This design comes from an exercise in tuning for small area on the open sky130 flow, not from production work. In this exercise RTL edits were held to simulation tests only and were not proved equivalent to the original. Power and IR drop assume default switching activity.

### constraint.sdc
create_clock -name core_clock -period 10.0 [get_ports {clk}]
set_input_delay 2.0000 -clock core_clock [delete_from_list [all_inputs] [get_ports {clk}]]
set_output_delay 2.0000 -clock core_clock [all_outputs]
set_load 0.01 [all_outputs]
### design.v
module f_to_f (
    input                clk,
    input                rstn,
    input [DATAIN-1:0]   datain,
    input                empty,
    output [DATAOUT-1:0] dataout,
    output reg           rden,
    output               wren
);
parameter DATAIN = 48;
parameter DATAOUT = 48;
always @(posedge clk or negedge rstn) begin
    if (~rstn) rden <= 0;
    else if (empty == 0) rden <= 1;
    else if (empty == 1) rden <= 0;
end
reg  [3:0]  t;         
reg         wr;        
reg         w2;        
reg         dir;       
reg  [1:0]  sz;        
reg         s;         
reg         clr;       
reg         sat;       
reg  [7:0]  C;         
reg  [79:0] R;
wire idle = ~(datain[47] ^ datain[46]);
wire cap  = (t == 4'd0) & ~idle;
wire ld   = (t == 4'd3);
wire stp  = (t >= 4'd4) & (t <= 4'd9);
wire fin  = (t == 4'd10);
wire s1 = (sz == 2'd1);
wire s2 = (sz == 2'd2);
wire s3 = (sz == 2'd3);
always @(posedge clk or negedge rstn) begin
    if (~rstn) begin
        t  <= 4'd0;
        wr <= 1'b0;
        w2 <= 1'b0;
    end else begin
        t  <= idle ? 4'd0 : (t == 4'd12 ? 4'd12 : t + 4'd1);
        wr <= (t == 4'd10) | ((t == 4'd11) & ~s1);
        w2 <= (t == 4'd11);
    end
end
assign wren = wr;
wire [14:0] e = s1 ? {7'd0, R[78:71]} : s2 ? {4'd0, R[78:68]} : R[78:64];
wire emax  = s1 ? (&R[78:71]) : s2 ? (&R[78:68]) : (&R[78:64]);
wire under = s1 ? (e < 15'd110)   : s2 ? (e < 15'd990)   : (e < 15'd16342);
wire over  = s1 ? (e > 15'd141)   : s2 ? (e > 15'd1053)  : (e > 15'd16421);
wire mnz   = s1 ? (|R[70:48]) : s2 ? ((|R[67:40]) | (|datain[39:16]))
                              : ((|R[63:40]) | (|datain[39:0]));
wire nan   = emax & mnz;
wire [6:0] kf = s1 ? 7'd6 : s2 ? 7'd19 : 7'd23;
wire [6:0] cf = kf + ~e[6:0];
wire [79:0] Rs = R ^ {80{s}};
reg  [3:0] lz;
integer j;
always @(*) begin
    lz = 4'd15;
    for (j = 64; j <= 78; j = j + 1)
        if (Rs[j]) lz = 78 - j;
end
wire [3:0] lzs = lz;
wire       fl  = &C[6:4];                      
wire [3:0] kfl = ~C[3:0] + 4'd1;               
wire [3:0] kfr = (|C[6:4]) ? 4'd15 : C[3:0];   
wire [3:0] k   = ~stp ? 4'd0 : dir ? lzs : (fl ? kfl : kfr);
wire       lft = dir | fl;
wire [79:0] sh0 = R;
wire [79:0] sh1 = k[0] ? (lft ? {sh0[78:0], 1'b0} : {1'b0, sh0[79:1]}) : sh0;
wire [79:0] sh2 = k[1] ? (lft ? {sh1[77:0], 2'b0} : {2'b0, sh1[79:2]}) : sh1;
wire [79:0] sh3 = k[2] ? (lft ? {sh2[75:0], 4'b0} : {4'b0, sh2[79:4]}) : sh2;
wire [79:0] sh4 = k[3] ? (lft ? {sh3[71:0], 8'b0} : {8'b0, sh3[79:8]}) : sh3;
wire [7:0] cn = (~dir & fl) ? 8'd0 : C - {4'd0, k};
wire xz = ~R[79] & ~R[78];
wire [14:0] ex = xz ? 15'd0 :
                 s1 ? {7'd0, C[7:0]} :
                 s2 ? {4'd0, C[7], {3{~C[7]}}, C[6:0]} :
                      {C[7], {7{~C[7]}}, C[6:0]};
wire z13 = ~|R[12:0];
wire z25 = z13 & ~|R[24:13];
wire z54 = z25 & ~|R[53:25];
wire xcin = s1 ? ((s & z54) | Rs[54]) : s2 ? ((s & z25) | Rs[25]) : ((s & z13) | Rs[13]);
wire fcin = s1 ? Rs[48] : s2 ? Rs[16] : Rs[0];
wire cin  = dir ? xcin : fcin;
reg [79:0] ia;
integer i;
always @(*) begin
    for (i = 0; i < 80; i = i + 1) begin
        if (i == 79)
            ia[i] = s;
        else if (~dir)
            ia[i] = Rs[i + 1];
        else if (s1)
            ia[i] = (i >= 71) ? ex[i - 71] : (i + 7 <= 79) ? Rs[i + 7] : 1'b0;
        else if (s2)
            ia[i] = (i >= 68) ? ex[i - 68] : (i + 10 <= 79) ? Rs[i + 10] : 1'b0;
        else
            ia[i] = (i >= 64) ? ex[i - 64] : Rs[i + 14];
    end
end
wire [79:0] inj = s1 ? ({79'd0, cin} << 48) : s2 ? ({79'd0, cin} << 16) : {79'd0, cin};
wire [79:0] io  = ia + inj;
wire hold4 = s3 | (~dir & s2);                
wire d0    = s3 | (~dir & s2);                
wire d8    = dir & s2;                         
reg [79:0] rl;
always @(*) begin
    rl = R;
    rl[47:40] = hold4 ? R[47:40] : d8 ? datain[39:32] : 8'd0;
    rl[39:16] = d0 ? datain[39:16] : d8 ? datain[31:8] : 24'd0;
    rl[15:0]  = s3 ? datain[15:0] : 16'd0;
    if (~dir) begin
        if (s1) begin rl[79:72] = 8'd0;  rl[71] = 1'b1; end
        else if (s2) begin rl[79:69] = 11'd0; rl[68] = 1'b1; end
        else begin rl[79:65] = 15'd0; rl[64] = 1'b1; end
    end
end
always @(posedge clk) begin
    if (cap) begin
        R[79:40] <= datain[39:0];
        dir <= datain[47];
        sz  <= datain[44:43];
    end else if (ld) begin
        R   <= rl;
        s   <= R[79];
        C   <= dir ? (s1 ? 8'd141 : s2 ? 8'd157 : 8'd165) : {1'b0, cf};
        clr <= under | nan;
        sat <= over & ~nan;
    end else if (stp) begin
        R <= sh4;
        C <= cn;
    end else if (fin) begin
        R <= io;
        sat <= sat | (~dir & ~s & io[79]);
    end
end
wire [39:0] base = w2 ? ((~dir & s2) ? R[47:8] : R[39:0]) : R[79:40];
wire        frc  = ~dir & (clr | sat);
wire [39:0] pat  = clr ? 40'd0 : {(~w2 & s) | (w2 & ~s), {39{~s}}};
wire [39:0] pl0  = frc ? pat : base;
wire        m7   = s1 | (~dir & s2) | (dir & s2 & w2);
wire        m15  = dir & s2 & w2;
wire [39:0] pl   = {pl0[39:16], pl0[15:8] & {8{~m15}}, pl0[7:0] & {8{~m7}}};
wire [2:0]  pkt  = s1 ? 3'd0 : w2 ? 3'd2 : 3'd1;
assign dataout = {dir ? 2'b10 : 2'b01, 1'b0, sz, pkt, pl};
endmodule
### config.mk
export PLATFORM = sky130hd
export DESIGN_NAME = f_to_f
export DESIGN_NICKNAME = f_to_f
export VERILOG_FILES = /design/flow/design.v
export SDC_FILE = /design/flow/constraint.sdc
export NUM_CORES = 4
export LEC_CHECK = 0
export CAP_MARGIN = 20
export CORE_MARGIN = 2
export CORE_UTILIZATION = 45
export SLEW_MARGIN = 20
### run.sh
#!/bin/bash
# synth_recipe.tcl (not shown) runs the flow's synth.tcl, then flattens the netlist and writes it again
# the make line also repeats each setting of config.mk as NAME=value (left out here)
make -C /OpenROAD-flow-scripts/flow DESIGN_CONFIG=/design/flow/config.mk WORK_HOME=/design/flow/orfs CLKGATE_MAP_FILE= SYNTH_SCRIPT=/design/flow/synth_recipe.tcl finish
==> summary.md <==
| Metric | Value |
|---|---|
| Status | `complete, no violations` |
| Synth Instances | `3,148` |
| Dominant cells by area after synthesis | `edfxtp_1 (13%), mux2i_1 (9.4%), nand2_1 (7.2%), o21ai_0 (5.9%), xnor2_1 (5.2%)` |
| Area Growth Syn to Fin | `6.09%` |
| Pre-CTS WS | `roughly 3.7 ns` |
| CTS tree | `yes` |
| Worst-Skew Late Latency | `0.41 ns` |
| CTS sink cnt | `101` |
| Chip Height | `approximately 220 microns` |
| CTS root buf | `clkbuf_16` |
| Post-CTS Setup Bufs | `0` |
| Synth Area per Inst | `6.95 sq um` |
| Filler Cells Inserted | `4,923` |
| Largest net degree at the start of global routing | `149` |
| Final WL | `around 130,000 microns` |
| Setup CP Type | `reg2reg` |
| Worst min-delay path category | `reg2reg` |
| Tcrit/Tclk final | `68.8%` |
| Number of global-route vias before repair | `25,611` |
| Maxcap violations | `0` |
| Routed Antenna Nets | `0` |
| Drt first-iter violations | `between 6,000 and 7,000` |
| Vias/cell | `approximately 7.8` |
| Startpoint types | `flop` |
| Antenna violations before repair | `12` |
| All-layer global routing usage | `51.0%` |
| Synth top area share | `12.9%` |
| RSZ-0062 raised after global routing | `false` |
| Pleak | `7.76 nW` |
| Yosys warns | `1` |
| Max Slew Vio Count | `0` |
| Fmax | `around 150 MHz` |
| Seq cells post-synth | `about 100` |
| Initial Util | `between 40% and 50%` |
| Power per standard cell area | `between 200 and 250 nW/um^2` |
| Hpwl dp | `94,500 microns` |
| Final setup margin | `~3.1 ns` |
| Commonest non-fill, non-tap cell in the layout | `nand2_1` |
| Biggest area consumer among synthesized cells | `edfxtp_1` |
| Clock Path Buffers | `2` |
| Mapped cell area | `21,900 sq um` |
| Clock Pin Slew Worst Setup and Hold Paths | `0.08 ns` |
| Wire per inst | `36.8 microns` |
| Total gr overflow | `0` |
| Flop-to-flop setup slack | `3.12 ns` |
| Post-synth cell types | `114` |
| End of the critical path | `R[72]` |
| Reg-to-reg endpoint | `R[72]` |
| Hold_buf cts | `0` |
| PortBufs | `94` |
| Post-synth EDFFs | `94` |
| Die area | `between 50,000 and 60,000 sq um` |
| Crit. Startpoint | `R[66]` |
| VDD IR max | `200 uV` |
| First-pass GRT wire length | `187,000 microns` |
| Via count | `28,315` |
| Post-cts resize count | `0` |
| Residual DRC | `0` |
| Core Footprint | `47,800 sq um` |
| Hold_sp | `t[0]` |
| GPL Wtd Cong | `1.08` |
| Share of cells above drive strength 1 | `under 10%` |
| Final Skew | `0.0198 ns` |
| Critical path data arrival time | `7.02 ns` |
| Worst Setup End Kind | `flop` |
| Die Width | `224 microns` |
| Fin crit period | `6.88 ns` |
| Sequential area share after synthesis | `13.7%` |
| Synth Flop Type | `edfxtp_1` |
| Reg2Reg Depth | `14` |
| Critical Path RT | `slightly above 10 ns` |
| Row Count | `80` |
| Most frequent cells in the layout | `nand2_1 (419), o21ai_0 (255), nor2_1 (226), a21oi_1 (213), mux2i_1 (205)` |
| Boundary Pins | `101` |
| Actual slew at the worst max-slew pin | `1.21 ns` |
| Final setup violation count | `0` |
| H-tree level count | `3` |
| CTS buffer count | `9` |
| Reg-to-Reg Start | `R[66]` |
| Crit Path Max Fanout | `67` |
| Async set or reset register ratio after synthesis | `roughly 7%` |
| Nets | `3,063` |
| Drt pass-1 iters | `7` |
| Sum of negative setup slack | `0 ns` |
| Hold Fails Final Rpt | `0` |
| Worst rel slew slack | `18.6%` |
==> critical path: stages, from the launching register on <==
cell	delay, ns
edfxtp_1	1.05
inv_1	0.34
a2111oi_0	0.88
nor4_2	0.12
buf_4	0.23
o21ai_4	0.14
buf_4	0.57
inv_4	0.54
buf_12	0.39
mux2i_1	0.68
o22ai_1	0.18
a2111oi_0	0.72
o21ai_0	0.16
a21oi_1	0.41
nor3_2	0.10
==> registers in the layout (all words and copies together) (netlist names) <==
signal / count
dir: 1
sat: 1
wr: 1
C: 8
sz: 2
t: 4
clr: 1
w2: 1
rden: 1
R: 80
s: 1
==> area by class of cell <==
type,instances,area [sq um],share of cell area [%]
repair buffers,189,1700,7.35
flip-flops and latches,101,3000,12.9
multi-input cells,2648,17300,74.4
diodes,5,12.5,0.0539
inverters,41,156,0.674
well taps,615,769,3.32
clock buffers,9,225,0.971
clock inverters,7,73.8,0.318
==> worst min-delay path by stage <==
| stage | to | depth (start not counted) |
|---|---|---|
| 2_1_floorplan | s | 0 |
| 3_3_place_gp | t[0] | 1 |
| 3_5_place_dp | t[0] | 1 |
| 4_1_cts | t[0] | 1 |
| 5_1_grt | t[0] | 1 |
| 6_report | t[0] | 1 |
==> cells in the mapped netlist, types with 16 or more instances <==
library cell / count
nor3_1: 81
xnor2_1: 131
inv_1: 35
o31ai_1: 18
o2111ai_1: 16
a222oi_1: 16
buf_2: 73
nor2b_1: 32
o221ai_1: 39
or3_1: 17
o21ai_0: 257
nor4_1: 40
mux2i_1: 206
a31oi_1: 45
a32oi_1: 16
buf_4: 21
xor2_1: 32
and2_1: 21
o21ai_1: 19
a221oi_1: 50
and3_1: 16
nand3_1: 68
edfxtp_1: 94
a22oi_1: 63
mux2_2: 43
nand2b_1: 46
nand2_1: 422
clkbuf_1: 217
buf_1: 32
nor2_1: 232
ha_1: 21
o211ai_1: 63
o22ai_1: 88
a21oi_1: 214
a211oi_1: 62
==> per-stage QoR <==
stage | utilization [%] | hold WS, ns | cell area [sq um] | power, mW | std cells
after floorplan | - | 0.439 | 21900 | 3.00 | 3149
after global placement | 47.8 | 0.521 | 22900 | 4.28 | 3593
after detailed placement | 47.8 | 0.548 | 22900 | 4.32 | 3593
after CTS | 48.4 | 0.558 | 23200 | 4.72 | 3609
after global routing | 48.5 | 0.587 | 23200 | 5.08 | 3610
final | 48.5 | 0.572 | 23200 | 4.98 | 3615
==> power breakdown <==
part           total (mW)  internal, mW  switching [mW]
clock network       0.406         0.196           0.210
logic                3.54          1.17            2.37
registers            1.03         0.635           0.395
total                4.98          2.00            2.98
==> layer usage <==
metal  up-vias  track usage (%)  share of wire (%)
li1      11598                -                  -
met1     13182             61.9                 35
met2      2755             72.7                 40
met3       776             15.3                 14
met4         4             45.2                 11
met5         -                0              0.020
==> kinds of logic after synthesis <==
| group | count (synthesis) | synth area share (%) |
|---|---|---|
| xor gates and xnor gates | 163 | 6.53 |
| muxes | 257 | 12.1 |
| other | 1 | 0.0171 |
| buffers and inverters | 400 | 8.22 |
| and+or+nand+nor | 1069 | 23.2 |
| DFF | 101 | 13.7 |
| AOI/OAI and AO/OA | 1135 | 34.9 |
| adders and majority gates | 22 | 1.29 |

==> port drivers added, routing unchanged <==
The flow's constraints put no driver on any port. The routed layout listed below was extracted and timed again, unchanged, in two steps. Step 1: set_driving_cell puts a clkbuf_16 on clk and a buf_2 on each other input, an assumption about the parent block. Step 2 times the ports against the registers' clock, not the clock port: input delays grow and output delays shrink by t, the midpoint of the rising clock arrivals with the driver on. Three values: ideal, step 1, step 2; two values: the first two.
t, ns: 0.451
setup WS [ns]: 3.121 / 3.121 / 3.121
worst setup path after step 2: register to register
worst slew at a driven data input, ns: 0.04
cell pins on the clock port's net: 1
After both steps setup and hold are still met in this run. For this run, drivers alone change the setup slack by 0.000 ns; drivers and shift together by 0.000 ns.
